What follows belongs to an exercise in optimizing a design on an open flow for small area, a short achievable clock period and few clock cycles; a production flow would make more cautious choices. Only simulation tests tie the RTL to the original design; equivalence was not proved.

==> flow/design.v (outline; a module is shown in full before it is edited, if it fits) <==
// module M1: 749 lines
module M1 (
		input logic clk,
		input logic reset,
		input logic M1_start,
		input logic [15:0] SRAM_read_data,
		output logic [17:0] M1_SRAM_Address,
		output logic [15:0] M1_SRAM_write_data,
		output logic M1_Status,
		output logic M1_SRAM_we_n
);
  // ...
==> flow/run.sh <==
#!/bin/bash
# synth_recipe.tcl (not shown) runs the flow's synth.tcl, then flattens the netlist and writes it again
# the make line also repeats each setting of config.mk as NAME=value (left out here)
make -C /OpenROAD-flow-scripts/flow DESIGN_CONFIG=/design/flow/config.mk WORK_HOME=/design/flow/orfs CLKGATE_MAP_FILE= SYNTH_SCRIPT=/design/flow/synth_recipe.tcl finish
==> flow/config.mk <==
export PLATFORM = sky130hd
export DESIGN_NAME = M1
export DESIGN_NICKNAME = M1
export VERILOG_FILES = /design/flow/design.v
export SDC_FILE = /design/flow/constraint.sdc
export NUM_CORES = 4
export LEC_CHECK = 0
export CAP_MARGIN = 20
export CORE_MARGIN = 2
export CORE_UTILIZATION = 75
export SLEW_MARGIN = 20
==> flow/constraint.sdc <==
create_clock -name core_clock -period 13.0 [get_ports {clk}]
set_input_delay 2.6000 -clock core_clock [delete_from_list [all_inputs] [get_ports {clk}]]
set_output_delay 2.6000 -clock core_clock [all_outputs]
set_load 0.01 [all_outputs]
==> impl_metrics.toml, run 1 <==
[sta]
fmax_mhz = 245
clock_skew_ns = 0.0182

[place]
place_area_mm2 = 0.0261
portBuffers = 54

[yosys]
yosys_most_used_dff = "edfxtp_1"
yosysMostFrequentCell = "inv_1"
ys.warnings.count = 1
synth.avg_cell_area_um2 = 11.4
ys_seq_area_frac = 0.417
synth_area_leader_cell = "edfxtp_1"
synth_fa_ha_area_frac = 0.279
syn_inst = 2196

[critical_path]
worst_r2r_endpoint = "res[2]"
critPathLaunchType = "flop"
r2r-start = "pu[6]"

[drt]
wire_per_inst_um = 21.0
num_vias = 16541
met1_length_um = 24000

[cells_and_area]
regArea_mm2 = 0.0105
final_util = 0.825
num-multi-input-gates = 1334
final_cell_mix = "434 x inv_1, 246 x edfxtp_1, 225 x ha_1, 210 x fa_1, 114 x nor2_1"
biggestCellCategory = "multi-input gates"
mostFrequentLayoutCell = "inv_1"

[grt]
globalRouteOverflowTotal = 0
grt_usage = 0.345

[clocking]
clk_pin_slew_worst_paths_ns = 0.06
cts_tree = "built"
holdBufCountCts = 0

[floorplan]
start_util = 0.755

[worst_hold_path]
worst_hold_path_type = "flop to flop"
hold_depth = 0
hp-start = "pc[8]"

[outcome]
status = "timing/DRC/antenna clean"
Testbench counts, summed over its fixed seeds: cycles 1,165,026.
==> module M1, before the edit <==
module M1 (
		input logic clk,
		input logic reset,
		input logic M1_start,
		input logic [15:0] SRAM_read_data,
		output logic [17:0] M1_SRAM_Address,
		output logic [15:0] M1_SRAM_write_data,
		output logic M1_Status,
		output logic M1_SRAM_we_n
);
localparam logic [17:0] U_START_ADDRESS = 18'd38400, V_START_ADDRESS = 18'd57600,
                        RGB_START_ADDRESS = 18'd146944;
logic        run, lead, done;    
logic [9:0]  pq;          
logic        dummy;       
logic        first;       
logic [6:0]  k;           
logic [15:0] yc;          
logic [17:0] ra;          
logic        chv;         
logic        start_r;
logic [7:0]  wu0, wu1, wu2, wu3, wu4, wu5, bufu;
logic [7:0]  wv0, wv1, wv2, wv3, wv4, wv5, bufv;
logic [7:0]  yb;          
logic [7:0]  yl;          
logic [22:0] yt;          
logic [8:0]  pu, pv;      
logic        qu, qv;      
logic [8:0]  pa, pb, pc;  
logic [20:0] ft;          
logic [70:0] res;         
logic [7:0]  b0h;
wire idle = ~run & ~lead & ~done;
wire p0 = pq[0], p1 = pq[1], p2 = pq[2], p3 = pq[3], p4 = pq[4];
wire p5 = pq[5], p6 = pq[6], p7 = pq[7], p8 = pq[8], p9 = pq[9];
wire inrow = (k <= 7'd77);      
wire last_grp = (k == 7'd79);
wire tail = (k == 7'd80);
wire last_row = (yc >= 16'd38400);
wire to_lead = dummy | (last_grp & ~last_row);
wire ys_1 = yb[7] ^ yb[5];
wire ys_2 = yb[7] & yb[5];
wire ys_3 = yb[6] ^ yb[4];
wire ys_4 = yb[6] & yb[4];
wire ys_5 = yb[7] ^ yb[5];
wire ys_6 = yb[7] & yb[5];
wire ys_7 = yb[4] ^ yb[2];
wire ys_8 = yb[4] & yb[2];
wire ys_9 = yb[5] ^ yb[3] ^ yb[1];
wire ys_10 = (yb[5] & yb[3]) | (yb[5] & yb[1]) | (yb[3] & yb[1]);
wire ys_11 = yb[6] ^ yb[4] ^ yb[2];
wire ys_12 = (yb[6] & yb[4]) | (yb[6] & yb[2]) | (yb[4] & yb[2]);
wire ys_13 = ~(yb[3] ^ yb[0]);
wire ys_14 = yb[3] | yb[0];
wire ys_15 = ~(yb[1] ^ ys_2);
wire ys_16 = yb[1] | ys_2;
wire ys_17 = ~(yb[2] ^ ys_4);
wire ys_18 = yb[2] | ys_4;
wire ys_19 = ~(yb[6] ^ yb[3]);
wire ys_20 = yb[6] | yb[3];
wire ys_21 = yb[7] ^ yb[4];
wire ys_22 = yb[7] & yb[4];
wire ys_23 = yb[2] ^ yb[0];
wire ys_24 = yb[2] & yb[0];
wire ys_25 = ~(yb[3] ^ yb[1]);
wire ys_26 = yb[3] | yb[1];
wire ys_27 = ~(yb[0] ^ ys_7);
wire ys_28 = yb[0] | ys_7;
wire ys_29 = ~(ys_8 ^ ys_9);
wire ys_30 = ys_8 | ys_9;
wire ys_31 = ~(ys_10 ^ ys_11);
wire ys_32 = ys_10 | ys_11;
wire ys_33 = ys_1 ^ ys_12 ^ ys_13;
wire ys_34 = (ys_1 & ys_12) | (ys_1 & ys_13) | (ys_12 & ys_13);
wire ys_35 = ys_3 ^ ys_14 ^ ys_15;
wire ys_36 = (ys_3 & ys_14) | (ys_3 & ys_15) | (ys_14 & ys_15);
wire ys_37 = ys_5 ^ ys_16 ^ ys_17;
wire ys_38 = (ys_5 & ys_16) | (ys_5 & ys_17) | (ys_16 & ys_17);
wire ys_39 = ys_6 ^ ys_18 ^ ys_19;
wire ys_40 = (ys_6 & ys_18) | (ys_6 & ys_19) | (ys_18 & ys_19);
wire ys_41 = ~(ys_20 ^ ys_21);
wire ys_42 = ys_20 | ys_21;
wire ys_43 = ~(yb[5] ^ ys_22);
wire ys_44 = yb[5] | ys_22;
wire ys_45 = ~(yb[6]);
wire ys_46 = yb[6];
wire ys_47 = ~(yb[7]);
wire ys_48 = yb[7];
wire [24:0] ys_ra = {1'b1, ys_46, ys_44, ys_42, ys_40, ys_38, ys_36, ys_34, ys_32, ys_30, ys_28, ys_26, ys_24, 1'b1, yb[1], ~yb[7], ~yb[6], ~yb[5], ~yb[4], ~yb[3], ~yb[2], ~yb[1], ~yb[0], 1'b0, 1'b0};
wire [24:0] ys_rb = {ys_48, ys_47, ys_45, ys_43, ys_41, ys_39, ys_37, ys_35, ys_33, ys_31, ys_29, ys_27, ys_25, ys_23, 1'b1, yb[0], 1'b0, 1'b0, 1'b0, 1'b0, 1'b0, 1'b0, 1'b1, 1'b0, 1'b0};
wire [24:0] yt_s = ys_ra + ys_rb;
wire sr_1 = yt[4] ^ ~pv[6];
wire sr_2 = yt[4] & ~pv[6];
wire sr_3 = yt[5] ^ ~pv[7] ^ pv[5];
wire sr_4 = (yt[5] & ~pv[7]) | (yt[5] & pv[5]) | (~pv[7] & pv[5]);
wire sr_5 = pv[3] ^ pv[0];
wire sr_6 = pv[3] & pv[0];
wire sr_7 = yt[6] ^ ~pv[8] ^ pv[6];
wire sr_8 = (yt[6] & ~pv[8]) | (yt[6] & pv[6]) | (~pv[8] & pv[6]);
wire sr_9 = pv[4] ^ pv[1];
wire sr_10 = pv[4] & pv[1];
wire sr_11 = yt[7] ^ pv[7] ^ pv[5];
wire sr_12 = (yt[7] & pv[7]) | (yt[7] & pv[5]) | (pv[7] & pv[5]);
wire sr_13 = yt[8] ^ pv[8] ^ pv[6];
wire sr_14 = (yt[8] & pv[8]) | (yt[8] & pv[6]) | (pv[8] & pv[6]);
wire sr_15 = yt[9] ^ pv[7] ^ pv[4];
wire sr_16 = (yt[9] & pv[7]) | (yt[9] & pv[4]) | (pv[7] & pv[4]);
wire sr_17 = yt[10] ^ pv[8] ^ pv[5];
wire sr_18 = (yt[10] & pv[8]) | (yt[10] & pv[5]) | (pv[8] & pv[5]);
wire sr_19 = yt[11] ^ pv[6];
wire sr_20 = yt[11] & pv[6];
wire sr_21 = yt[12] ^ pv[7];
wire sr_22 = yt[12] & pv[7];
wire sr_23 = yt[13] ^ pv[8] ^ ~pv[4];
wire sr_24 = (yt[13] & pv[8]) | (yt[13] & ~pv[4]) | (pv[8] & ~pv[4]);
wire sr_25 = pv[2] ^ ~pv[0];
wire sr_26 = pv[2] & ~pv[0];
wire sr_27 = yt[14] ^ ~pv[5] ^ pv[3];
wire sr_28 = (yt[14] & ~pv[5]) | (yt[14] & pv[3]) | (~pv[5] & pv[3]);
wire sr_29 = ~(~pv[1]);
wire sr_30 = ~pv[1];
wire sr_31 = yt[15] ^ ~pv[6] ^ pv[4];
wire sr_32 = (yt[15] & ~pv[6]) | (yt[15] & pv[4]) | (~pv[6] & pv[4]);
wire sr_33 = ~pv[2] ^ pv[0];
wire sr_34 = ~pv[2] & pv[0];
wire sr_35 = yt[16] ^ ~pv[7] ^ pv[5];
wire sr_36 = (yt[16] & ~pv[7]) | (yt[16] & pv[5]) | (~pv[7] & pv[5]);
wire sr_37 = ~pv[3] ^ pv[1];
wire sr_38 = ~pv[3] & pv[1];
wire sr_39 = yt[17] ^ ~pv[8] ^ pv[6];
wire sr_40 = (yt[17] & ~pv[8]) | (yt[17] & pv[6]) | (~pv[8] & pv[6]);
wire sr_41 = ~pv[4] ^ pv[2];
wire sr_42 = ~pv[4] & pv[2];
wire sr_43 = yt[18] ^ pv[7] ^ ~pv[5];
wire sr_44 = (yt[18] & pv[7]) | (yt[18] & ~pv[5]) | (pv[7] & ~pv[5]);
wire sr_45 = ~(pv[3]);
wire sr_46 = pv[3];
wire sr_47 = yt[19] ^ pv[8] ^ ~pv[6];
wire sr_48 = (yt[19] & pv[8]) | (yt[19] & ~pv[6]) | (pv[8] & ~pv[6]);
wire sr_49 = yt[2] ^ ~pv[4];
wire sr_50 = yt[2] & ~pv[4];
wire sr_51 = yt[3] ^ ~pv[5] ^ pv[3];
wire sr_52 = (yt[3] & ~pv[5]) | (yt[3] & pv[3]) | (~pv[5] & pv[3]);
wire sr_53 = ~(pv[4] ^ pv[2]);
wire sr_54 = pv[4] | pv[2];
wire sr_55 = ~(sr_2 ^ sr_3);
wire sr_56 = sr_2 | sr_3;
wire sr_57 = sr_4 ^ sr_6 ^ sr_7;
wire sr_58 = (sr_4 & sr_6) | (sr_4 & sr_7) | (sr_6 & sr_7);
wire sr_59 = pv[2] ^ sr_8 ^ sr_10;
wire sr_60 = (pv[2] & sr_8) | (pv[2] & sr_10) | (sr_8 & sr_10);
wire sr_61 = ~(pv[3] ^ sr_12);
wire sr_62 = pv[3] | sr_12;
wire sr_63 = ~(~pv[0] ^ sr_14);
wire sr_64 = ~pv[0] | sr_14;
wire sr_65 = ~(~pv[1] ^ sr_16);
wire sr_66 = ~pv[1] | sr_16;
wire sr_67 = ~pv[2] ^ pv[0] ^ sr_18;
wire sr_68 = (~pv[2] & pv[0]) | (~pv[2] & sr_18) | (pv[0] & sr_18);
wire sr_69 = ~pv[3] ^ pv[1] ^ sr_20;
wire sr_70 = (~pv[3] & pv[1]) | (~pv[3] & sr_20) | (pv[1] & sr_20);
wire sr_71 = ~(sr_22 ^ sr_23);
wire sr_72 = sr_22 | sr_23;
wire sr_73 = sr_24 ^ sr_26 ^ sr_27;
wire sr_74 = (sr_24 & sr_26) | (sr_24 & sr_27) | (sr_26 & sr_27);
wire sr_75 = sr_28 ^ sr_30 ^ sr_31;
wire sr_76 = (sr_28 & sr_30) | (sr_28 & sr_31) | (sr_30 & sr_31);
wire sr_77 = sr_32 ^ sr_34 ^ sr_35;
wire sr_78 = (sr_32 & sr_34) | (sr_32 & sr_35) | (sr_34 & sr_35);
wire sr_79 = sr_36 ^ sr_38 ^ sr_39;
wire sr_80 = (sr_36 & sr_38) | (sr_36 & sr_39) | (sr_38 & sr_39);
wire sr_81 = sr_40 ^ sr_42 ^ sr_43;
wire sr_82 = (sr_40 & sr_42) | (sr_40 & sr_43) | (sr_42 & sr_43);
wire sr_83 = pv[4] ^ sr_44 ^ sr_46;
wire sr_84 = (pv[4] & sr_44) | (pv[4] & sr_46) | (sr_44 & sr_46);
wire sr_85 = yt[20] ^ ~pv[7] ^ pv[5];
wire sr_86 = (yt[20] & ~pv[7]) | (yt[20] & pv[5]) | (~pv[7] & pv[5]);
wire sr_87 = yt[21] ^ ~pv[8];
wire sr_88 = yt[21] & ~pv[8];
wire sr_89 = yt[0] ^ ~pv[2];
wire sr_90 = yt[0] & ~pv[2];
wire sr_91 = yt[1] ^ ~pv[3] ^ pv[1];
wire sr_92 = (yt[1] & ~pv[3]) | (yt[1] & pv[1]) | (~pv[3] & pv[1]);
wire sr_93 = pv[2] ^ pv[0] ^ sr_49;
wire sr_94 = (pv[2] & pv[0]) | (pv[2] & sr_49) | (pv[0] & sr_49);
wire sr_95 = pv[1] ^ sr_50 ^ sr_51;
wire sr_96 = (pv[1] & sr_50) | (pv[1] & sr_51) | (sr_50 & sr_51);
wire sr_97 = sr_1 ^ sr_52 ^ sr_53;
wire sr_98 = (sr_1 & sr_52) | (sr_1 & sr_53) | (sr_52 & sr_53);
wire sr_99 = sr_5 ^ sr_54 ^ sr_55;
wire sr_100 = (sr_5 & sr_54) | (sr_5 & sr_55) | (sr_54 & sr_55);
wire sr_101 = sr_9 ^ sr_56 ^ sr_57;
wire sr_102 = (sr_9 & sr_56) | (sr_9 & sr_57) | (sr_56 & sr_57);
wire sr_103 = sr_11 ^ sr_58 ^ sr_59;
wire sr_104 = (sr_11 & sr_58) | (sr_11 & sr_59) | (sr_58 & sr_59);
wire sr_105 = sr_13 ^ sr_60 ^ sr_61;
wire sr_106 = (sr_13 & sr_60) | (sr_13 & sr_61) | (sr_60 & sr_61);
wire sr_107 = sr_15 ^ sr_62 ^ sr_63;
wire sr_108 = (sr_15 & sr_62) | (sr_15 & sr_63) | (sr_62 & sr_63);
wire sr_109 = sr_17 ^ sr_64 ^ sr_65;
wire sr_110 = (sr_17 & sr_64) | (sr_17 & sr_65) | (sr_64 & sr_65);
wire sr_111 = sr_19 ^ sr_66 ^ sr_67;
wire sr_112 = (sr_19 & sr_66) | (sr_19 & sr_67) | (sr_66 & sr_67);
wire sr_113 = sr_21 ^ sr_68 ^ sr_69;
wire sr_114 = (sr_21 & sr_68) | (sr_21 & sr_69) | (sr_68 & sr_69);
wire sr_115 = sr_25 ^ sr_70 ^ sr_71;
wire sr_116 = (sr_25 & sr_70) | (sr_25 & sr_71) | (sr_70 & sr_71);
wire sr_117 = sr_29 ^ sr_72 ^ sr_73;
wire sr_118 = (sr_29 & sr_72) | (sr_29 & sr_73) | (sr_72 & sr_73);
wire sr_119 = sr_33 ^ sr_74 ^ sr_75;
wire sr_120 = (sr_33 & sr_74) | (sr_33 & sr_75) | (sr_74 & sr_75);
wire sr_121 = sr_37 ^ sr_76 ^ sr_77;
wire sr_122 = (sr_37 & sr_76) | (sr_37 & sr_77) | (sr_76 & sr_77);
wire sr_123 = sr_41 ^ sr_78 ^ sr_79;
wire sr_124 = (sr_41 & sr_78) | (sr_41 & sr_79) | (sr_78 & sr_79);
wire sr_125 = sr_45 ^ sr_80 ^ sr_81;
wire sr_126 = (sr_45 & sr_80) | (sr_45 & sr_81) | (sr_80 & sr_81);
wire sr_127 = sr_47 ^ sr_82 ^ sr_83;
wire sr_128 = (sr_47 & sr_82) | (sr_47 & sr_83) | (sr_82 & sr_83);
wire sr_129 = sr_48 ^ sr_84 ^ sr_85;
wire sr_130 = (sr_48 & sr_84) | (sr_48 & sr_85) | (sr_84 & sr_85);
wire sr_131 = pv[6] ^ sr_86 ^ sr_87;
wire sr_132 = (pv[6] & sr_86) | (pv[6] & sr_87) | (sr_86 & sr_87);
wire sr_133 = yt[22] ^ pv[7] ^ sr_88;
wire sr_134 = (yt[22] & pv[7]) | (yt[22] & sr_88) | (pv[7] & sr_88);
wire sr_135 = ~(pv[8]);
wire sr_136 = pv[8];
wire [26:0] sr_ra = {1'b1, sr_134, sr_132, sr_130, sr_128, sr_126, sr_124, sr_122, sr_120, sr_118, sr_116, sr_114, sr_112, sr_110, sr_108, sr_106, sr_104, sr_102, sr_100, sr_98, sr_96, sr_94, sr_92, sr_90, pv[0], ~pv[1], ~pv[0]};
wire [26:0] sr_rb = {sr_136, sr_135, sr_133, sr_131, sr_129, sr_127, sr_125, sr_123, sr_121, sr_119, sr_117, sr_115, sr_113, sr_111, sr_109, sr_107, sr_105, sr_103, sr_101, sr_99, sr_97, sr_95, sr_93, sr_91, sr_89, 1'b0, 1'b1};
wire sg_1 = yt[13] ^ ~pu[5];
wire sg_2 = yt[13] & ~pu[5];
wire sg_3 = yt[14] ^ ~pu[6] ^ pu[3];
wire sg_4 = (yt[14] & ~pu[6]) | (yt[14] & pu[3]) | (~pu[6] & pu[3]);
wire sg_5 = yt[15] ^ ~pu[7] ^ pu[4];
wire sg_6 = (yt[15] & ~pu[7]) | (yt[15] & pu[4]) | (~pu[7] & pu[4]);
wire sg_7 = yt[16] ^ ~pu[8] ^ pu[5];
wire sg_8 = (yt[16] & ~pu[8]) | (yt[16] & pu[5]) | (~pu[8] & pu[5]);
wire sg_9 = yt[17] ^ pu[6];
wire sg_10 = yt[17] & pu[6];
wire sg_11 = yt[18] ^ pu[7];
wire sg_12 = yt[18] & pu[7];
wire sg_13 = yt[19] ^ pu[8];
wire sg_14 = yt[19] & pu[8];
wire sg_15 = yt[3] ^ pu[2];
wire sg_16 = yt[3] & pu[2];
wire sg_17 = yt[4] ^ pu[3] ^ ~pu[1];
wire sg_18 = (yt[4] & pu[3]) | (yt[4] & ~pu[1]) | (pu[3] & ~pu[1]);
wire sg_19 = yt[5] ^ pu[4] ^ ~pu[2];
wire sg_20 = (yt[5] & pu[4]) | (yt[5] & ~pu[2]) | (pu[4] & ~pu[2]);
wire sg_21 = yt[6] ^ pu[5] ^ ~pu[3];
wire sg_22 = (yt[6] & pu[5]) | (yt[6] & ~pu[3]) | (pu[5] & ~pu[3]);
wire sg_23 = ~pv[8] ^ ~pv[3];
wire sg_24 = ~pv[8] & ~pv[3];
wire sg_25 = yt[7] ^ pu[6] ^ ~pu[4];
wire sg_26 = (yt[7] & pu[6]) | (yt[7] & ~pu[4]) | (pu[6] & ~pu[4]);
wire sg_27 = ~(~pv[4]);
wire sg_28 = ~pv[4];
wire sg_29 = yt[8] ^ pu[7] ^ ~pu[5];
wire sg_30 = (yt[8] & pu[7]) | (yt[8] & ~pu[5]) | (pu[7] & ~pu[5]);
wire sg_31 = ~(~pu[0] ^ ~pv[5]);
wire sg_32 = ~pu[0] | ~pv[5];
wire sg_33 = yt[9] ^ pu[8] ^ ~pu[6];
wire sg_34 = (yt[9] & pu[8]) | (yt[9] & ~pu[6]) | (pu[8] & ~pu[6]);
wire sg_35 = ~(~pu[1] ^ ~pv[6]);
wire sg_36 = ~pu[1] | ~pv[6];
wire sg_37 = yt[10] ^ ~pu[7] ^ ~pu[2];
wire sg_38 = (yt[10] & ~pu[7]) | (yt[10] & ~pu[2]) | (~pu[7] & ~pu[2]);
wire sg_39 = ~pv[7] ^ ~pv[0];
wire sg_40 = ~pv[7] & ~pv[0];
wire sg_41 = yt[11] ^ ~pu[8] ^ ~pu[3];
wire sg_42 = (yt[11] & ~pu[8]) | (yt[11] & ~pu[3]) | (~pu[8] & ~pu[3]);
wire sg_43 = pu[0] ^ ~pv[8] ^ ~pv[1];
wire sg_44 = (pu[0] & ~pv[8]) | (pu[0] & ~pv[1]) | (~pv[8] & ~pv[1]);
wire sg_45 = yt[12] ^ ~pu[4] ^ pu[1];
wire sg_46 = (yt[12] & ~pu[4]) | (yt[12] & pu[1]) | (~pu[4] & pu[1]);
wire sg_47 = ~pv[2] ^ pv[0];
wire sg_48 = ~pv[2] & pv[0];
wire sg_49 = pu[2] ^ ~pu[0] ^ ~pv[3];
wire sg_50 = (pu[2] & ~pu[0]) | (pu[2] & ~pv[3]) | (~pu[0] & ~pv[3]);
wire sg_51 = ~(pv[1] ^ sg_1);
wire sg_52 = pv[1] | sg_1;
wire sg_53 = ~pu[1] ^ ~pv[4] ^ pv[2];
wire sg_54 = (~pu[1] & ~pv[4]) | (~pu[1] & pv[2]) | (~pv[4] & pv[2]);
wire sg_55 = ~pv[0] ^ sg_2 ^ sg_3;
wire sg_56 = (~pv[0] & sg_2) | (~pv[0] & sg_3) | (sg_2 & sg_3);
wire sg_57 = ~pu[2] ^ ~pv[5] ^ pv[3];
wire sg_58 = (~pu[2] & ~pv[5]) | (~pu[2] & pv[3]) | (~pv[5] & pv[3]);
wire sg_59 = ~pv[1] ^ sg_4 ^ sg_5;
wire sg_60 = (~pv[1] & sg_4) | (~pv[1] & sg_5) | (sg_4 & sg_5);
wire sg_61 = ~pu[3] ^ ~pv[6] ^ pv[4];
wire sg_62 = (~pu[3] & ~pv[6]) | (~pu[3] & pv[4]) | (~pv[6] & pv[4]);
wire sg_63 = ~pv[2] ^ sg_6 ^ sg_7;
wire sg_64 = (~pv[2] & sg_6) | (~pv[2] & sg_7) | (sg_6 & sg_7);
wire sg_65 = ~pu[4] ^ ~pv[7] ^ pv[5];
wire sg_66 = (~pu[4] & ~pv[7]) | (~pu[4] & pv[5]) | (~pv[7] & pv[5]);
wire sg_67 = ~pv[3] ^ sg_8 ^ sg_9;
wire sg_68 = (~pv[3] & sg_8) | (~pv[3] & sg_9) | (sg_8 & sg_9);
wire sg_69 = ~pu[5] ^ ~pv[8] ^ pv[6];
wire sg_70 = (~pu[5] & ~pv[8]) | (~pu[5] & pv[6]) | (~pv[8] & pv[6]);
wire sg_71 = ~pv[4] ^ sg_10 ^ sg_11;
wire sg_72 = (~pv[4] & sg_10) | (~pv[4] & sg_11) | (sg_10 & sg_11);
wire sg_73 = ~pu[6] ^ pv[7] ^ ~pv[5];
wire sg_74 = (~pu[6] & pv[7]) | (~pu[6] & ~pv[5]) | (pv[7] & ~pv[5]);
wire sg_75 = ~(sg_12 ^ sg_13);
wire sg_76 = sg_12 | sg_13;
wire sg_77 = yt[20] ^ ~pu[7] ^ pv[8];
wire sg_78 = (yt[20] & ~pu[7]) | (yt[20] & pv[8]) | (~pu[7] & pv[8]);
wire sg_79 = ~(~pv[6] ^ sg_14);
wire sg_80 = ~pv[6] | sg_14;
wire sg_81 = yt[21] ^ ~pu[8];
wire sg_82 = yt[21] & ~pu[8];
wire sg_83 = ~pu[0] ^ ~pv[5];
wire sg_84 = ~pu[0] & ~pv[5];
wire sg_85 = ~pv[6] ^ ~pv[1] ^ sg_16;
wire sg_86 = (~pv[6] & ~pv[1]) | (~pv[6] & sg_16) | (~pv[1] & sg_16);
wire sg_87 = ~pv[7] ^ ~pv[2] ^ sg_18;
wire sg_88 = (~pv[7] & ~pv[2]) | (~pv[7] & sg_18) | (~pv[2] & sg_18);
wire sg_89 = ~(sg_20 ^ sg_21);
wire sg_90 = sg_20 | sg_21;
wire sg_91 = sg_22 ^ sg_24 ^ sg_25;
wire sg_92 = (sg_22 & sg_24) | (sg_22 & sg_25) | (sg_24 & sg_25);
wire sg_93 = sg_26 ^ sg_28 ^ sg_29;
wire sg_94 = (sg_26 & sg_28) | (sg_26 & sg_29) | (sg_28 & sg_29);
wire sg_95 = sg_30 ^ sg_32 ^ sg_33;
wire sg_96 = (sg_30 & sg_32) | (sg_30 & sg_33) | (sg_32 & sg_33);
wire sg_97 = sg_34 ^ sg_36 ^ sg_37;
wire sg_98 = (sg_34 & sg_36) | (sg_34 & sg_37) | (sg_36 & sg_37);
wire sg_99 = sg_38 ^ sg_40 ^ sg_41;
wire sg_100 = (sg_38 & sg_40) | (sg_38 & sg_41) | (sg_40 & sg_41);
wire sg_101 = sg_42 ^ sg_44 ^ sg_45;
wire sg_102 = (sg_42 & sg_44) | (sg_42 & sg_45) | (sg_44 & sg_45);
wire sg_103 = sg_46 ^ sg_48 ^ sg_49;
wire sg_104 = (sg_46 & sg_48) | (sg_46 & sg_49) | (sg_48 & sg_49);
wire sg_105 = sg_50 ^ sg_52 ^ sg_53;
wire sg_106 = (sg_50 & sg_52) | (sg_50 & sg_53) | (sg_52 & sg_53);
wire sg_107 = sg_54 ^ sg_56 ^ sg_57;
wire sg_108 = (sg_54 & sg_56) | (sg_54 & sg_57) | (sg_56 & sg_57);
wire sg_109 = sg_58 ^ sg_60 ^ sg_61;
wire sg_110 = (sg_58 & sg_60) | (sg_58 & sg_61) | (sg_60 & sg_61);
wire sg_111 = sg_62 ^ sg_64 ^ sg_65;
wire sg_112 = (sg_62 & sg_64) | (sg_62 & sg_65) | (sg_64 & sg_65);
wire sg_113 = sg_66 ^ sg_68 ^ sg_69;
wire sg_114 = (sg_66 & sg_68) | (sg_66 & sg_69) | (sg_68 & sg_69);
wire sg_115 = sg_70 ^ sg_72 ^ sg_73;
wire sg_116 = (sg_70 & sg_72) | (sg_70 & sg_73) | (sg_72 & sg_73);
wire sg_117 = sg_74 ^ sg_76 ^ sg_77;
wire sg_118 = (sg_74 & sg_76) | (sg_74 & sg_77) | (sg_76 & sg_77);
wire sg_119 = ~pv[7] ^ sg_78 ^ sg_80;
wire sg_120 = (~pv[7] & sg_78) | (~pv[7] & sg_80) | (sg_78 & sg_80);
wire sg_121 = ~(yt[22] ^ ~pv[8]);
wire sg_122 = yt[22] | ~pv[8];
wire sg_123 = yt[1] ^ pu[0];
wire sg_124 = yt[1] & pu[0];
wire sg_125 = yt[2] ^ pu[1] ^ ~pv[4];
wire sg_126 = (yt[2] & pu[1]) | (yt[2] & ~pv[4]) | (pu[1] & ~pv[4]);
wire sg_127 = ~pv[0] ^ sg_15 ^ sg_83;
wire sg_128 = (~pv[0] & sg_15) | (~pv[0] & sg_83) | (sg_15 & sg_83);
wire sg_129 = sg_17 ^ sg_84 ^ sg_85;
wire sg_130 = (sg_17 & sg_84) | (sg_17 & sg_85) | (sg_84 & sg_85);
wire sg_131 = sg_19 ^ sg_86 ^ sg_87;
wire sg_132 = (sg_19 & sg_86) | (sg_19 & sg_87) | (sg_86 & sg_87);
wire sg_133 = sg_23 ^ sg_88 ^ sg_89;
wire sg_134 = (sg_23 & sg_88) | (sg_23 & sg_89) | (sg_88 & sg_89);
wire sg_135 = sg_27 ^ sg_90 ^ sg_91;
wire sg_136 = (sg_27 & sg_90) | (sg_27 & sg_91) | (sg_90 & sg_91);
wire sg_137 = sg_31 ^ sg_92 ^ sg_93;
wire sg_138 = (sg_31 & sg_92) | (sg_31 & sg_93) | (sg_92 & sg_93);
wire sg_139 = sg_35 ^ sg_94 ^ sg_95;
wire sg_140 = (sg_35 & sg_94) | (sg_35 & sg_95) | (sg_94 & sg_95);
wire sg_141 = sg_39 ^ sg_96 ^ sg_97;
wire sg_142 = (sg_39 & sg_96) | (sg_39 & sg_97) | (sg_96 & sg_97);
wire sg_143 = sg_43 ^ sg_98 ^ sg_99;
wire sg_144 = (sg_43 & sg_98) | (sg_43 & sg_99) | (sg_98 & sg_99);
wire sg_145 = sg_47 ^ sg_100 ^ sg_101;
wire sg_146 = (sg_47 & sg_100) | (sg_47 & sg_101) | (sg_100 & sg_101);
wire sg_147 = sg_51 ^ sg_102 ^ sg_103;
wire sg_148 = (sg_51 & sg_102) | (sg_51 & sg_103) | (sg_102 & sg_103);
wire sg_149 = sg_55 ^ sg_104 ^ sg_105;
wire sg_150 = (sg_55 & sg_104) | (sg_55 & sg_105) | (sg_104 & sg_105);
wire sg_151 = sg_59 ^ sg_106 ^ sg_107;
wire sg_152 = (sg_59 & sg_106) | (sg_59 & sg_107) | (sg_106 & sg_107);
wire sg_153 = sg_63 ^ sg_108 ^ sg_109;
wire sg_154 = (sg_63 & sg_108) | (sg_63 & sg_109) | (sg_108 & sg_109);
wire sg_155 = sg_67 ^ sg_110 ^ sg_111;
wire sg_156 = (sg_67 & sg_110) | (sg_67 & sg_111) | (sg_110 & sg_111);
wire sg_157 = sg_71 ^ sg_112 ^ sg_113;
wire sg_158 = (sg_71 & sg_112) | (sg_71 & sg_113) | (sg_112 & sg_113);
wire sg_159 = sg_75 ^ sg_114 ^ sg_115;
wire sg_160 = (sg_75 & sg_114) | (sg_75 & sg_115) | (sg_114 & sg_115);
wire sg_161 = sg_79 ^ sg_116 ^ sg_117;
wire sg_162 = (sg_79 & sg_116) | (sg_79 & sg_117) | (sg_116 & sg_117);
wire sg_163 = sg_81 ^ sg_118 ^ sg_119;
wire sg_164 = (sg_81 & sg_118) | (sg_81 & sg_119) | (sg_118 & sg_119);
wire sg_165 = sg_82 ^ sg_120 ^ sg_121;
wire sg_166 = (sg_82 & sg_120) | (sg_82 & sg_121) | (sg_120 & sg_121);
wire [26:0] sg_ra = {1'b1, sg_122, sg_164, sg_162, sg_160, sg_158, sg_156, sg_154, sg_152, sg_150, sg_148, sg_146, sg_144, sg_142, sg_140, sg_138, sg_136, sg_134, sg_132, sg_130, sg_128, sg_126, sg_124, ~pv[3], yt[0], ~pv[1], ~pv[0]};
wire [26:0] sg_rb = {1'b0, sg_166, sg_165, sg_163, sg_161, sg_159, sg_157, sg_155, sg_153, sg_151, sg_149, sg_147, sg_145, sg_143, sg_141, sg_139, sg_137, sg_135, sg_133, sg_131, sg_129, sg_127, sg_125, sg_123, ~pv[2], 1'b0, 1'b1};
wire sb_1 = yt[4] ^ ~pu[6];
wire sb_2 = yt[4] & ~pu[6];
wire sb_3 = yt[5] ^ ~pu[7] ^ ~pu[5];
wire sb_4 = (yt[5] & ~pu[7]) | (yt[5] & ~pu[5]) | (~pu[7] & ~pu[5]);
wire sb_5 = pu[2] ^ pu[0];
wire sb_6 = pu[2] & pu[0];
wire sb_7 = yt[6] ^ ~pu[8] ^ ~pu[6];
wire sb_8 = (yt[6] & ~pu[8]) | (yt[6] & ~pu[6]) | (~pu[8] & ~pu[6]);
wire sb_9 = pu[3] ^ pu[1];
wire sb_10 = pu[3] & pu[1];
wire sb_11 = yt[7] ^ ~pu[7] ^ pu[4];
wire sb_12 = (yt[7] & ~pu[7]) | (yt[7] & pu[4]) | (~pu[7] & pu[4]);
wire sb_13 = yt[8] ^ ~pu[8] ^ pu[5];
wire sb_14 = (yt[8] & ~pu[8]) | (yt[8] & pu[5]) | (~pu[8] & pu[5]);
wire sb_15 = yt[9] ^ pu[6] ^ pu[4];
wire sb_16 = (yt[9] & pu[6]) | (yt[9] & pu[4]) | (pu[6] & pu[4]);
wire sb_17 = yt[10] ^ pu[7];
wire sb_18 = yt[10] & pu[7];
wire sb_19 = yt[11] ^ pu[8];
wire sb_20 = yt[11] & pu[8];
wire sb_21 = yt[0] ^ ~pu[2];
wire sb_22 = yt[0] & ~pu[2];
wire sb_23 = yt[1] ^ ~pu[3];
wire sb_24 = yt[1] & ~pu[3];
wire sb_25 = yt[2] ^ ~pu[4];
wire sb_26 = yt[2] & ~pu[4];
wire sb_27 = yt[3] ^ ~pu[5] ^ ~pu[3];
wire sb_28 = (yt[3] & ~pu[5]) | (yt[3] & ~pu[3]) | (~pu[5] & ~pu[3]);
wire sb_29 = ~(~pu[4] ^ pu[1]);
wire sb_30 = ~pu[4] | pu[1];
wire sb_31 = ~(sb_2 ^ sb_3);
wire sb_32 = sb_2 | sb_3;
wire sb_33 = sb_4 ^ sb_6 ^ sb_7;
wire sb_34 = (sb_4 & sb_6) | (sb_4 & sb_7) | (sb_6 & sb_7);
wire sb_35 = pu[2] ^ sb_8 ^ sb_10;
wire sb_36 = (pu[2] & sb_8) | (pu[2] & sb_10) | (sb_8 & sb_10);
wire sb_37 = pu[3] ^ pu[0] ^ sb_12;
wire sb_38 = (pu[3] & pu[0]) | (pu[3] & sb_12) | (pu[0] & sb_12);
wire sb_39 = ~(pu[1] ^ sb_14);
wire sb_40 = pu[1] | sb_14;
wire sb_41 = pu[5] ^ pu[2] ^ sb_16;
wire sb_42 = (pu[5] & pu[2]) | (pu[5] & sb_16) | (pu[2] & sb_16);
wire sb_43 = pu[6] ^ pu[3] ^ sb_18;
wire sb_44 = (pu[6] & pu[3]) | (pu[6] & sb_18) | (pu[3] & sb_18);
wire sb_45 = yt[12] ^ pu[7] ^ pu[4];
wire sb_46 = (yt[12] & pu[7]) | (yt[12] & pu[4]) | (pu[7] & pu[4]);
wire sb_47 = yt[13] ^ pu[8];
wire sb_48 = yt[13] & pu[8];
wire sb_49 = yt[14] ^ pu[6];
wire sb_50 = yt[14] & pu[6];
wire sb_51 = yt[15] ^ pu[7] ^ pu[0];
wire sb_52 = (yt[15] & pu[7]) | (yt[15] & pu[0]) | (pu[7] & pu[0]);
wire sb_53 = yt[16] ^ pu[8];
wire sb_54 = yt[16] & pu[8];
wire sb_55 = yt[17] ^ pu[2];
wire sb_56 = yt[17] & pu[2];
wire sb_57 = ~(~pu[0]);
wire sb_58 = ~pu[0];
wire sb_59 = ~pu[1] ^ sb_22 ^ sb_23;
wire sb_60 = (~pu[1] & sb_22) | (~pu[1] & sb_23) | (sb_22 & sb_23);
wire sb_61 = ~pu[2] ^ sb_24 ^ sb_25;
wire sb_62 = (~pu[2] & sb_24) | (~pu[2] & sb_25) | (sb_24 & sb_25);
wire sb_63 = pu[0] ^ sb_26 ^ sb_27;
wire sb_64 = (pu[0] & sb_26) | (pu[0] & sb_27) | (sb_26 & sb_27);
wire sb_65 = sb_1 ^ sb_28 ^ sb_29;
wire sb_66 = (sb_1 & sb_28) | (sb_1 & sb_29) | (sb_28 & sb_29);
wire sb_67 = sb_5 ^ sb_30 ^ sb_31;
wire sb_68 = (sb_5 & sb_30) | (sb_5 & sb_31) | (sb_30 & sb_31);
wire sb_69 = sb_9 ^ sb_32 ^ sb_33;
wire sb_70 = (sb_9 & sb_32) | (sb_9 & sb_33) | (sb_32 & sb_33);
wire sb_71 = sb_11 ^ sb_34 ^ sb_35;
wire sb_72 = (sb_11 & sb_34) | (sb_11 & sb_35) | (sb_34 & sb_35);
wire sb_73 = sb_13 ^ sb_36 ^ sb_37;
wire sb_74 = (sb_13 & sb_36) | (sb_13 & sb_37) | (sb_36 & sb_37);
wire sb_75 = sb_15 ^ sb_38 ^ sb_39;
wire sb_76 = (sb_15 & sb_38) | (sb_15 & sb_39) | (sb_38 & sb_39);
wire sb_77 = sb_17 ^ sb_40 ^ sb_41;
wire sb_78 = (sb_17 & sb_40) | (sb_17 & sb_41) | (sb_40 & sb_41);
wire sb_79 = sb_19 ^ sb_42 ^ sb_43;
wire sb_80 = (sb_19 & sb_42) | (sb_19 & sb_43) | (sb_42 & sb_43);
wire sb_81 = sb_20 ^ sb_44 ^ sb_45;
wire sb_82 = (sb_20 & sb_44) | (sb_20 & sb_45) | (sb_44 & sb_45);
wire sb_83 = pu[5] ^ sb_46 ^ sb_47;
wire sb_84 = (pu[5] & sb_46) | (pu[5] & sb_47) | (sb_46 & sb_47);
wire sb_85 = ~(sb_48 ^ sb_49);
wire sb_86 = sb_48 | sb_49;
wire sb_87 = ~(sb_50 ^ sb_51);
wire sb_88 = sb_50 | sb_51;
wire sb_89 = pu[1] ^ sb_52 ^ sb_53;
wire sb_90 = (pu[1] & sb_52) | (pu[1] & sb_53) | (sb_52 & sb_53);
wire sb_91 = ~(sb_54 ^ sb_55);
wire sb_92 = sb_54 | sb_55;
wire sb_93 = yt[18] ^ pu[3] ^ sb_56;
wire sb_94 = (yt[18] & pu[3]) | (yt[18] & sb_56) | (pu[3] & sb_56);
wire sb_95 = ~(yt[19] ^ pu[4]);
wire sb_96 = yt[19] | pu[4];
wire sb_97 = ~(yt[20] ^ pu[5]);
wire sb_98 = yt[20] | pu[5];
wire sb_99 = ~(yt[21] ^ pu[6]);
wire sb_100 = yt[21] | pu[6];
wire sb_101 = yt[22] ^ pu[7];
wire sb_102 = yt[22] & pu[7];
wire sb_103 = ~(pu[8]);
wire sb_104 = pu[8];
wire [26:0] sb_ra = {1'b1, sb_102, sb_100, sb_98, sb_96, sb_94, sb_92, sb_90, sb_88, sb_86, sb_84, sb_82, sb_80, sb_78, sb_76, sb_74, sb_72, sb_70, sb_68, sb_66, sb_64, sb_62, sb_60, sb_58, sb_21, ~pu[1], ~pu[0]};
wire [26:0] sb_rb = {sb_104, sb_103, sb_101, sb_99, sb_97, sb_95, sb_93, sb_91, sb_89, sb_87, sb_85, sb_83, sb_81, sb_79, sb_77, sb_75, sb_73, sb_71, sb_69, sb_67, sb_65, sb_63, sb_61, sb_59, sb_57, 1'b0, 1'b1};
wire fs_1 = pa[7] ^ pa[5];
wire fs_2 = pa[7] & pa[5];
wire fs_3 = pa[8] ^ pa[6];
wire fs_4 = pa[8] & pa[6];
wire fs_5 = pa[4] ^ pa[2];
wire fs_6 = pa[4] & pa[2];
wire fs_7 = pa[5] ^ pa[3] ^ pa[1];
wire fs_8 = (pa[5] & pa[3]) | (pa[5] & pa[1]) | (pa[3] & pa[1]);
wire fs_9 = ~pb[3] ^ ~pb[1] ^ ~pb[0];
wire fs_10 = (~pb[3] & ~pb[1]) | (~pb[3] & ~pb[0]) | (~pb[1] & ~pb[0]);
wire fs_11 = pa[6] ^ pa[4] ^ pa[2];
wire fs_12 = (pa[6] & pa[4]) | (pa[6] & pa[2]) | (pa[4] & pa[2]);
wire fs_13 = ~pb[4] ^ ~pb[2] ^ ~pb[1];
wire fs_14 = (~pb[4] & ~pb[2]) | (~pb[4] & ~pb[1]) | (~pb[2] & ~pb[1]);
wire fs_15 = pa[3] ^ ~pb[5] ^ ~pb[3];
wire fs_16 = (pa[3] & ~pb[5]) | (pa[3] & ~pb[3]) | (~pb[5] & ~pb[3]);
wire fs_17 = ~pb[2] ^ ~pc[7] ^ pc[2];
wire fs_18 = (~pb[2] & ~pc[7]) | (~pb[2] & pc[2]) | (~pc[7] & pc[2]);
wire fs_19 = ~(pc[0]);
wire fs_20 = pc[0];
wire fs_21 = pa[4] ^ ~pb[6] ^ ~pb[4];
wire fs_22 = (pa[4] & ~pb[6]) | (pa[4] & ~pb[4]) | (~pb[6] & ~pb[4]);
wire fs_23 = ~pb[3] ^ ~pc[8] ^ pc[3];
wire fs_24 = (~pb[3] & ~pc[8]) | (~pb[3] & pc[3]) | (~pc[8] & pc[3]);
wire fs_25 = pc[1] ^ fs_2 ^ fs_3;
wire fs_26 = (pc[1] & fs_2) | (pc[1] & fs_3) | (fs_2 & fs_3);
wire fs_27 = pa[7] ^ pa[5] ^ ~pb[7];
wire fs_28 = (pa[7] & pa[5]) | (pa[7] & ~pb[7]) | (pa[5] & ~pb[7]);
wire fs_29 = ~pb[5] ^ ~pb[4] ^ pc[4];
wire fs_30 = (~pb[5] & ~pb[4]) | (~pb[5] & pc[4]) | (~pb[4] & pc[4]);
wire fs_31 = ~(pc[2] ^ fs_4);
wire fs_32 = pc[2] | fs_4;
wire fs_33 = pa[8] ^ pa[6] ^ ~pb[8];
wire fs_34 = (pa[8] & pa[6]) | (pa[8] & ~pb[8]) | (pa[6] & ~pb[8]);
wire fs_35 = ~pb[6] ^ ~pb[5] ^ pc[5];
wire fs_36 = (~pb[6] & ~pb[5]) | (~pb[6] & pc[5]) | (~pb[5] & pc[5]);
wire fs_37 = ~(pc[3]);
wire fs_38 = pc[3];
wire fs_39 = pa[7] ^ ~pb[7] ^ ~pb[6];
wire fs_40 = (pa[7] & ~pb[7]) | (pa[7] & ~pb[6]) | (~pb[7] & ~pb[6]);
wire fs_41 = pa[8] ^ ~pb[8];
wire fs_42 = pa[8] & ~pb[8];
wire fs_43 = pa[2] ^ pa[0];
wire fs_44 = pa[2] & pa[0];
wire fs_45 = pa[3] ^ pa[1];
wire fs_46 = pa[3] & pa[1];
wire fs_47 = pa[0] ^ ~pb[2] ^ ~pb[0];
wire fs_48 = (pa[0] & ~pb[2]) | (pa[0] & ~pb[0]) | (~pb[2] & ~pb[0]);
wire fs_49 = ~(~pc[4]);
wire fs_50 = ~pc[4];
wire fs_51 = ~(~pc[5] ^ pc[0]);
wire fs_52 = ~pc[5] | pc[0];
wire fs_53 = fs_6 ^ fs_7 ^ fs_9;
wire fs_54 = (fs_6 & fs_7) | (fs_6 & fs_9) | (fs_7 & fs_9);
wire fs_55 = ~pc[6] ^ pc[1] ^ fs_8;
wire fs_56 = (~pc[6] & pc[1]) | (~pc[6] & fs_8) | (pc[1] & fs_8);
wire fs_57 = fs_10 ^ fs_11 ^ fs_13;
wire fs_58 = (fs_10 & fs_11) | (fs_10 & fs_13) | (fs_11 & fs_13);
wire fs_59 = fs_1 ^ fs_12 ^ fs_14;
wire fs_60 = (fs_1 & fs_12) | (fs_1 & fs_14) | (fs_12 & fs_14);
wire fs_61 = fs_15 ^ fs_17 ^ fs_19;
wire fs_62 = (fs_15 & fs_17) | (fs_15 & fs_19) | (fs_17 & fs_19);
wire fs_63 = fs_16 ^ fs_18 ^ fs_20;
wire fs_64 = (fs_16 & fs_18) | (fs_16 & fs_20) | (fs_18 & fs_20);
wire fs_65 = fs_21 ^ fs_23 ^ fs_25;
wire fs_66 = (fs_21 & fs_23) | (fs_21 & fs_25) | (fs_23 & fs_25);
wire fs_67 = fs_22 ^ fs_24 ^ fs_26;
wire fs_68 = (fs_22 & fs_24) | (fs_22 & fs_26) | (fs_24 & fs_26);
wire fs_69 = fs_27 ^ fs_29 ^ fs_31;
wire fs_70 = (fs_27 & fs_29) | (fs_27 & fs_31) | (fs_29 & fs_31);
wire fs_71 = fs_28 ^ fs_30 ^ fs_32;
wire fs_72 = (fs_28 & fs_30) | (fs_28 & fs_32) | (fs_30 & fs_32);
wire fs_73 = fs_33 ^ fs_35 ^ fs_37;
wire fs_74 = (fs_33 & fs_35) | (fs_33 & fs_37) | (fs_35 & fs_37);
wire fs_75 = pc[6] ^ pc[4] ^ fs_34;
wire fs_76 = (pc[6] & pc[4]) | (pc[6] & fs_34) | (pc[4] & fs_34);
wire fs_77 = fs_36 ^ fs_38 ^ fs_39;
wire fs_78 = (fs_36 & fs_38) | (fs_36 & fs_39) | (fs_38 & fs_39);
wire fs_79 = ~pb[7] ^ pc[7] ^ pc[5];
wire fs_80 = (~pb[7] & pc[7]) | (~pb[7] & pc[5]) | (pc[7] & pc[5]);
wire fs_81 = ~(fs_40 ^ fs_41);
wire fs_82 = fs_40 | fs_41;
wire fs_83 = ~pb[8] ^ pc[8] ^ pc[6];
wire fs_84 = (~pb[8] & pc[8]) | (~pb[8] & pc[6]) | (pc[8] & pc[6]);
wire fs_85 = ~pb[0] ^ ~pc[2];
wire fs_86 = ~pb[0] & ~pc[2];
wire fs_87 = ~pb[1] ^ ~pc[3] ^ fs_44;
wire fs_88 = (~pb[1] & ~pc[3]) | (~pb[1] & fs_44) | (~pc[3] & fs_44);
wire fs_89 = fs_5 ^ fs_46 ^ fs_47;
wire fs_90 = (fs_5 & fs_46) | (fs_5 & fs_47) | (fs_46 & fs_47);
wire fs_91 = fs_48 ^ fs_50 ^ fs_51;
wire fs_92 = (fs_48 & fs_50) | (fs_48 & fs_51) | (fs_50 & fs_51);
wire fs_93 = fs_52 ^ fs_54 ^ fs_55;
wire fs_94 = (fs_52 & fs_54) | (fs_52 & fs_55) | (fs_54 & fs_55);
wire fs_95 = fs_56 ^ fs_58 ^ fs_59;
wire fs_96 = (fs_56 & fs_58) | (fs_56 & fs_59) | (fs_58 & fs_59);
wire fs_97 = fs_60 ^ fs_62 ^ fs_63;
wire fs_98 = (fs_60 & fs_62) | (fs_60 & fs_63) | (fs_62 & fs_63);
wire fs_99 = fs_64 ^ fs_66 ^ fs_67;
wire fs_100 = (fs_64 & fs_66) | (fs_64 & fs_67) | (fs_66 & fs_67);
wire fs_101 = fs_68 ^ fs_70 ^ fs_71;
wire fs_102 = (fs_68 & fs_70) | (fs_68 & fs_71) | (fs_70 & fs_71);
wire fs_103 = fs_72 ^ fs_74 ^ fs_75;
wire fs_104 = (fs_72 & fs_74) | (fs_72 & fs_75) | (fs_74 & fs_75);
wire fs_105 = fs_76 ^ fs_78 ^ fs_79;
wire fs_106 = (fs_76 & fs_78) | (fs_76 & fs_79) | (fs_78 & fs_79);
wire fs_107 = fs_42 ^ fs_80 ^ fs_82;
wire fs_108 = (fs_42 & fs_80) | (fs_42 & fs_82) | (fs_80 & fs_82);
wire fs_109 = pa[0] ^ ~pc[0];
wire fs_110 = pa[0] & ~pc[0];
wire fs_111 = pa[1] ^ ~pc[1];
wire fs_112 = pa[1] & ~pc[1];
wire fs_113 = ~(fs_43 ^ fs_85);
wire fs_114 = fs_43 | fs_85;
wire fs_115 = fs_45 ^ fs_86 ^ fs_87;
wire fs_116 = (fs_45 & fs_86) | (fs_45 & fs_87) | (fs_86 & fs_87);
wire fs_117 = fs_49 ^ fs_88 ^ fs_89;
wire fs_118 = (fs_49 & fs_88) | (fs_49 & fs_89) | (fs_88 & fs_89);
wire fs_119 = fs_53 ^ fs_90 ^ fs_91;
wire fs_120 = (fs_53 & fs_90) | (fs_53 & fs_91) | (fs_90 & fs_91);
wire fs_121 = fs_57 ^ fs_92 ^ fs_93;
wire fs_122 = (fs_57 & fs_92) | (fs_57 & fs_93) | (fs_92 & fs_93);
wire fs_123 = fs_61 ^ fs_94 ^ fs_95;
wire fs_124 = (fs_61 & fs_94) | (fs_61 & fs_95) | (fs_94 & fs_95);
wire fs_125 = fs_65 ^ fs_96 ^ fs_97;
wire fs_126 = (fs_65 & fs_96) | (fs_65 & fs_97) | (fs_96 & fs_97);
wire fs_127 = fs_69 ^ fs_98 ^ fs_99;
wire fs_128 = (fs_69 & fs_98) | (fs_69 & fs_99) | (fs_98 & fs_99);
wire fs_129 = fs_73 ^ fs_100 ^ fs_101;
wire fs_130 = (fs_73 & fs_100) | (fs_73 & fs_101) | (fs_100 & fs_101);
wire fs_131 = fs_77 ^ fs_102 ^ fs_103;
wire fs_132 = (fs_77 & fs_102) | (fs_77 & fs_103) | (fs_102 & fs_103);
wire fs_133 = fs_81 ^ fs_104 ^ fs_105;
wire fs_134 = (fs_81 & fs_104) | (fs_81 & fs_105) | (fs_104 & fs_105);
wire fs_135 = fs_83 ^ fs_106 ^ fs_107;
wire fs_136 = (fs_83 & fs_106) | (fs_83 & fs_107) | (fs_106 & fs_107);
wire fs_137 = pc[7] ^ fs_84 ^ fs_108;
wire fs_138 = (pc[7] & fs_84) | (pc[7] & fs_108) | (fs_84 & fs_108);
wire fs_139 = ~(pc[8]);
wire fs_140 = pc[8];
wire [17:0] fs_ra = {1'b1, 1'b1, fs_138, fs_136, fs_134, fs_132, fs_130, fs_128, fs_126, fs_124, fs_122, fs_120, fs_118, fs_116, fs_114, fs_112, fs_110, 1'b1};
wire [17:0] fs_rb = {1'b0, fs_140, fs_139, fs_137, fs_135, fs_133, fs_131, fs_129, fs_127, fs_125, fs_123, fs_121, fs_119, fs_117, fs_115, fs_113, fs_111, fs_109};
function automatic [7:0] clip(input [10:0] s);
	clip = s[10] ? 8'd0 : (|s[9:8]) ? 8'd255 : s[7:0];
endfunction
wire rq_u = res[1], rq_v = res[0];
wire [10:0] s_r = res[70:60] + res[59:49] + {10'd0, res[48]};
wire [10:0] s_g = res[47:37] + res[36:26] + {10'd0, res[25]};
wire [10:0] s_b = res[24:14] + res[13:3] + {10'd0, res[2]};
wire [7:0] c_r = rq_v ? 8'd0 : clip(s_r);
wire [7:0] c_g = (rq_u | rq_v) ? 8'd0 : clip(s_g);
wire [7:0] c_b = rq_u ? 8'd0 : clip(s_b);
wire nx_rd_y = run & (p2 | p6);
wire nx_rd_u = (run & (p0 | (p9 & to_lead))) | (lead & p3);
wire nx_rd_v = (run & p1) | (lead & (p0 | p4));
wire nx_wr_cur  = run & ~dummy & ~tail & (p5 | p7 | p8);
wire nx_wr_prev = ~first & ((run & ((p9 & ~to_lead) | p3 | p4)) | (lead & p8));
wire nx_wr   = nx_wr_cur | nx_wr_prev;
wire [1:0] uv_d = lead ? {1'b0, p3 | p4} : (p9 ? 2'd0 : 2'd2);
wire [17:0] uv_base = (nx_rd_u ? U_START_ADDRESS : V_START_ADDRESS) + {16'd0, uv_d};
wire [17:0] nx_uva = uv_base + {3'd0, yc[15:1]};
always_ff @(posedge clk) begin
	if (nx_rd_y)                  M1_SRAM_Address <= {2'b00, yc};
	else if (nx_rd_u | nx_rd_v)   M1_SRAM_Address <= nx_uva;
	else                          M1_SRAM_Address <= ra;
	if (run & (p3 | p7))      M1_SRAM_write_data <= {b0h, c_r};
	else if (run & (p4 | p8)) M1_SRAM_write_data <= {c_g, c_b};
	else                      M1_SRAM_write_data <= {c_r, c_g};
	M1_SRAM_we_n <= ~nx_wr;
	M1_Status <= (run & p4 & tail) | (done & M1_Status);
end
always_ff @(posedge clk or negedge reset) begin
	if (~reset) begin
		start_r <= 1'b0; run <= 1'b0; lead <= 1'b0; done <= 1'b0; pq <= 10'd0;
		dummy <= 1'b0; first <= 1'b0; k <= 7'd0; chv <= 1'b0;
		yc <= 16'd0; ra <= RGB_START_ADDRESS;
	end else begin
		start_r <= M1_start;
		chv <= run & (p2 | p6);
		if (nx_rd_y) yc <= yc + 16'd1;
		if (nx_wr) ra <= ra + 18'd1;
		if (idle) begin
			if (start_r) begin
				run <= 1'b1; dummy <= 1'b1; first <= 1'b1; pq <= 10'b0001000000; k <= 7'd0;
				yc <= 16'd0; ra <= RGB_START_ADDRESS;
			end
		end else if (run) begin
			if (p5 & ~dummy) first <= 1'b0;
			if (p5 & tail) begin run <= 1'b0; done <= 1'b1; end
			if (p9) begin
				if (to_lead) begin
					run <= 1'b0; lead <= 1'b1; dummy <= 1'b0; k <= 7'd0;
				end else k <= k + 7'd1;
			end
			pq <= {pq[8:0], pq[9]};
		end else if (lead) begin
			if (p8) begin lead <= 1'b0; run <= 1'b1; pq <= 10'd1; end
			else pq <= {pq[8:0], pq[9]};
		end
	end
end
wire shu     = run ? (p3 | p9) : (lead & (p2 | p3 | p4 | p5 | p6 | p7));
wire shu_bus = run ? (p3 & inrow) : (lead & (p2 | p6));
wire shu_buf = run ? (p9 & inrow) : (lead & (p5 | p7));
wire shv     = run ? (p4 | p9) : (lead & (p3 | p4 | p5 | p6 | p7 | p8));
wire shv_bus = run ? (p4 & inrow) : (lead & (p3 | p7));
wire shv_buf = run ? (p9 & inrow) : (lead & (p6 | p8));
wire [7:0] nu = shu_bus ? SRAM_read_data[15:8] : shu_buf ? bufu : wu5;
wire [7:0] nv = shv_bus ? SRAM_read_data[15:8] : shv_buf ? bufv : wv5;
always_ff @(posedge clk) begin
	if (shu) begin wu0 <= wu1; wu1 <= wu2; wu2 <= wu3; wu3 <= wu4; wu4 <= wu5; wu5 <= nu; end
	if (shu_bus) bufu <= SRAM_read_data[7:0];
	if (shv) begin wv0 <= wv1; wv1 <= wv2; wv2 <= wv3; wv3 <= wv4; wv4 <= wv5; wv5 <= nv; end
	if (shv_bus) bufv <= SRAM_read_data[7:0];
end
wire [7:0] fa = chv ? wv0 : wu0;
wire [7:0] fb = chv ? wv1 : wu1;
wire [7:0] fc = chv ? wv2 : wu2;
wire [7:0] fd = chv ? wv3 : wu3;
wire [7:0] fe = chv ? wv4 : wu4;
wire [7:0] ff = chv ? wv5 : wu5;
always_ff @(posedge clk) begin
	pa <= {1'b0, fa} + {1'b0, ff};
	pb <= {1'b0, fb} + {1'b0, fe};
	pc <= {1'b0, fc} + {1'b0, fd};
end
wire ld_even = run & (p0 | p6);
wire [8:0] nu9 = ld_even ? {1'b0, wu2} : fir_t[8:0];
wire [8:0] nv9 = ld_even ? {1'b0, wv2} : fir_t[8:0];
wire [8:0]  fs_lo = {1'b0, fs_ra[7:0]} + {1'b0, fs_rb[7:0]};
wire [16:0] sr_lo = {1'b0, sr_ra[15:0]} + {1'b0, sr_rb[15:0]};
wire [16:0] sg_lo = {1'b0, sg_ra[15:0]} + {1'b0, sg_rb[15:0]};
wire [16:0] sb_lo = {1'b0, sb_ra[15:0]} + {1'b0, sb_rb[15:0]};
wire [9:0]  fir_t = ft[20:11] + ft[10:1] + {9'd0, ft[0]};
always_ff @(posedge clk) begin
	ft <= {fs_ra[17:8], fs_rb[17:8], fs_lo[8]};
	if (ld_even | (run & (p4 | p8))) begin pu <= nu9; qu <= ~ld_even & fir_t[9]; end
	if (ld_even | (run & (p5 | p9))) begin pv <= nv9; qv <= ~ld_even & fir_t[9]; end
	if (run & (p5 | p9)) begin yb <= SRAM_read_data[15:8]; yl <= SRAM_read_data[7:0]; end
	else if (run & (p4 | p8)) yb <= yl;
	if (run & (p3 | p5 | p7 | p9)) yt <= yt_s[24:2];
	if (run & (p0 | p4 | p6 | p8)) res <= {sr_ra[26:16], sr_rb[26:16], sr_lo[16], sg_ra[26:16], sg_rb[26:16], sg_lo[16],
	                                          sb_ra[26:16], sb_rb[26:16], sb_lo[16], qu, qv};
	if (run & (p5 | p9)) b0h <= c_b;
end
endmodule
==> run 2: changes to the inputs <==
--- a/flow/design.v
+++ b/flow/design.v
@@ -677,30 +677,34 @@
 always_ff @(posedge clk or negedge reset) begin
 	if (~reset) begin
-		start_r <= 1'b0; run <= 1'b0; lead <= 1'b0; done <= 1'b0; pq <= 10'd0;
-		dummy <= 1'b0; first <= 1'b0; k <= 7'd0; chv <= 1'b0;
-		yc <= 16'd0; ra <= RGB_START_ADDRESS;
+		start_r <= 1'b0; run <= 1'b0; lead <= 1'b0; done <= 1'b0;
 	end else begin
 		start_r <= M1_start;
-		chv <= run & (p2 | p6);
-		if (nx_rd_y) yc <= yc + 16'd1;
-		if (nx_wr) ra <= ra + 18'd1;
 		if (idle) begin
-			if (start_r) begin
-				run <= 1'b1; dummy <= 1'b1; first <= 1'b1; pq <= 10'b0001000000; k <= 7'd0;
-				yc <= 16'd0; ra <= RGB_START_ADDRESS;
-			end
+			if (start_r) run <= 1'b1;
 		end else if (run) begin
-			if (p5 & ~dummy) first <= 1'b0;
 			if (p5 & tail) begin run <= 1'b0; done <= 1'b1; end
-			if (p9) begin
-				if (to_lead) begin
-					run <= 1'b0; lead <= 1'b1; dummy <= 1'b0; k <= 7'd0;
-				end else k <= k + 7'd1;
-			end
-			pq <= {pq[8:0], pq[9]};
+			if (p9 & to_lead) begin run <= 1'b0; lead <= 1'b1; end
 		end else if (lead) begin
-			if (p8) begin lead <= 1'b0; run <= 1'b1; pq <= 10'd1; end
-			else pq <= {pq[8:0], pq[9]};
+			if (p8) begin lead <= 1'b0; run <= 1'b1; end
+		end
+	end
+end
+always_ff @(posedge clk) begin
+	chv <= run & (p2 | p6);
+	if (nx_rd_y) yc <= yc + 16'd1;
+	if (nx_wr) ra <= ra + 18'd1;
+	if (idle) begin
+		dummy <= 1'b1; first <= 1'b1; pq <= 10'b0001000000; k <= 7'd0;
+		yc <= 16'd0; ra <= RGB_START_ADDRESS;
+	end else if (run) begin
+		if (p5 & ~dummy) first <= 1'b0;
+		if (p9) begin
+			if (to_lead) begin dummy <= 1'b0; k <= 7'd0; end
+			else k <= k + 7'd1;
 		end
+		pq <= {pq[8:0], pq[9]};
+	end else if (lead) begin
+		if (p8) pq <= 10'd1;
+		else pq <= {pq[8:0], pq[9]};
 	end
 end
--- a/flow/config.mk
+++ b/flow/config.mk
@@ -9,3 +9,5 @@
 export CORE_MARGIN = 2
 export CORE_UTILIZATION = 75
+export CTS_CLUSTER_DIAMETER = 100
+export CTS_CLUSTER_SIZE = 24
 export SLEW_MARGIN = 20
==> run 2 against run 1 <==
Global-route usage is 1.7 points lower. Utilization decreased by 1.2 points. Wire length is 5.5% lower. Design area fell by 3.7%. Critical path depth is the same. Via count shrank 3.7%. Critical path type unchanged.
==> impl_metrics.toml, run 2 <==
[drt]
postRouteAntennaNets = 0
postRouteWirelength_um = 54500
wire_per_inst_um = 20.3
firstDrtPassIters = 5
drt_iter0_drc = 1259
drc = 0
viasPerCell = 5.93
num_vias = 15927

[critical_path]
path_class = "flop to output pin"
cp_cell_sequence = "clkdlybuf4s50_1"
endpoint_kind = "output pin"
critPathLaunchType = "flop"
cpPeakStageDelay_ns = 0.55
cp_top_family = "buffers and inverters"
worst-endpoint-arrival_ns = 1.45
cp_num_buf_inv = 1
crit_slowest_cell = "clkdlybuf4s50_1"
cp.required_ns = 10.40
critPathMaxFanout = 2

[place]
gp_congestion = 0.935
portBuffers = 54
dp_hpwl_um = 43200

[sta]
holdWs_ns = 0.411
hold_viol_final = 0
post-route-min-period_ns = 4.05
min_period_over_period = 0.311
clock_skew_ns = 0.0200
drv_slew = 0
max-slew-margin-rel = 0.417
setup-violations-final = 0
fmax_mhz = 247
worst_pin_slew_ns = 0.874
rsz0062_at_grt = "no"
fin_setup_tns_ns = 0

[cells_and_area]
mostFrequentLayoutCell = "inv_1"
regArea_mm2 = 0.0102
largest_register_ffs = 67
insertedDiodeCount = 0
fillers = 1903
syn2layout_area_growth_pct = 6.71
largest_register = "res"
final_util = 0.812
reg_top3 = "res: 67 flops, yt: 23 flops"
layout.nets = 2686
final_cell_mix = "441 x inv_1, 246 x edfxtp_1, 225 x ha_1, 210 x fa_1, 134 x dfxtp_1"
layout-drive-gt1-share = 0.0623
multi_input_area_mm2 = 0.0128

[worst_hold_path]
worst_hold_path_type = "flop to flop"

[clocking]
htreeDepth = 1
holdBufCountCts = 0
cts-root-buf = "clkbuf_16"
post_cts_buffers = 0
cts_tree = "built"
clockBufferDepth = 3
clk_pin_slew_worst_paths_ns = 0.10
cts_inserted_buffers = 20
clkLatencyLatePin_ns = 0.54
post_cts_resized = 0
cts.sinks = 385

[grt]
met3_usage = 0.0383
globalRouteOverflowTotal = 0
grt_max_degree = 68
top_usage_layer = "met2"
use_met2 = 0.571
grt_util_met1 = 0.420
grt_usage = 0.328
grt_pass1_vias = 16403
antenna_found_initial = 0
grt_pass1_wl_um = 86100

[yosys]
ys.warnings.count = 1
syn_inst = 2187
synth_area_leader_cell = "edfxtp_1"
synth_edf_count = 246
ys_seq_area_frac = 0.412
yosys.area.top_type_share = 0.298
yosys_most_used_dff = "edfxtp_1"
synth_nets = 2641
synth_area_mm2 = 0.0248
async_flop_share = 0.0104
synth_area_leaders = "edfxtp_1 30%, fa_1 17%, ha_1 11%, dfxtp_1 11%, inv_1 6.7%"
ys_ff_latch = 385
synth_commonest_cells = "441 x inv_1, 246 x edfxtp_1, 225 x ha_1, 210 x fa_1, 135 x dfxtp_1"
yosys.cell_types.count = 78
yosysMostFrequentCell = "inv_1"
synth.avg_cell_area_um2 = 11.3

[floorplan]
ioPinCount = 55
die_area_mm2 = 0.0345
start_util = 0.761
dieWidth_um = 186
core_area_mm2 = 0.0325
fp.dieH_um = 186
num_rows = 66

[outcome]
status = "timing/DRC/antenna clean"

[job]
cap_violations = 0
[run 2: cell types whose count changed in the layout (fill, tap and decap cells not counted), sizes merged, moves of 7 or more]
cell and delta:
a211oi +9, a21o -11, a32oi +7, clkbuf -16, clkinv -16, dfrtp -48, dfxtp +54, inv +9
nor2 +8, nor3 -20, o21ai +15, xor2 -12
[run 2: final timing paths]
path	to	depth (start not counted)	slack [ns]	startpoint
min in group asynchronous	start_r	1	2.29	reset
hold / removal	ft[9]	0	0.41	pc[8]
hold reg to reg	ft[9]	0	0.41	pc[8]
max in group asynchronous	lead	1	10.49	reset
setup / recovery	M1_Status	1	8.95	M1_Status
setup reg to reg	M1_SRAM_Address[13]	15	8.98	k[0]
[run 2: cells by family after synthesis]
logic type,after synthesis,synth area share
buffers and inverters,487,0.0743
xor gates and xnor gates,87,0.0308
muxes,80,0.0357
and+or+nand+nor,369,0.0727
adders and majority gates,435,0.283
AOI/OAI and AO/OA,344,0.0915
DFF,385,0.412
[run 2: layer usage]
metal	vias up	routed length, µm
met2	572	27200
met5	-	0
li1	7352	-
met4	0	2520
met3	145	3370
met1	7858	21400
[run 2: per-stage QoR]
stage / worst slack (ns) / instance area, µm² / instances
after floorplan: 9.61 / 24800 / 2187
after global placement: 9.32 / 25800 / 2651
after detailed placement: 9.05 / 25800 / 2651
after CTS: 8.93 / 26400 / 2687
after global routing: 8.58 / 26400 / 2688
final: 8.95 / 26400 / 2688
[run 2: area by class of cell]
type / instances / share of cell area
Inverter: 444 / 0.0631
Multi-Input combinational cell: 1315 / 0.483
Timing Repair Buffer: 66 / 0.0243
Tap cell: 442 / 0.0209
Sequential cell: 385 / 0.386
Clock buffer: 32 / 0.0206
Clock inverter: 4 / 0.00223
Testbench counts of run 2, summed over its fixed seeds: cycles 1,165,026.

[static timing again, ports no longer ideal]
Ports are ideal in the flow. The routed layouts listed here were re-timed in OpenROAD. Step 1: set_driving_cell puts a clkbuf_16 on clk and a buf_2 on each other input, an assumption about the parent block. Step 2 also shifts input and output timing later by t, the mid clock arrival at the registers, as if the neighbouring blocks saw the same clock. a / b / c = ideal / step 1 / step 2; a / b = the first two.
| run | shift t [ns] | setup WS [ns] | worst hold slack (ns) | latest minus earliest clock arrival (ns) | pins driven straight from the clock port |
|---|---|---|---|---|---|
| run 1 | 0.623 | 8.918 / 8.864 / 9.137 | 0.400 / 0.400 / 0.400 | 0.020 / 0.019 | 1 |
| run 2 | 0.587 | 8.954 / 8.899 / 8.977 | 0.411 / 0.411 / 0.411 | 0.021 / 0.021 | 1 |
After both steps setup and hold are still met in every run listed.
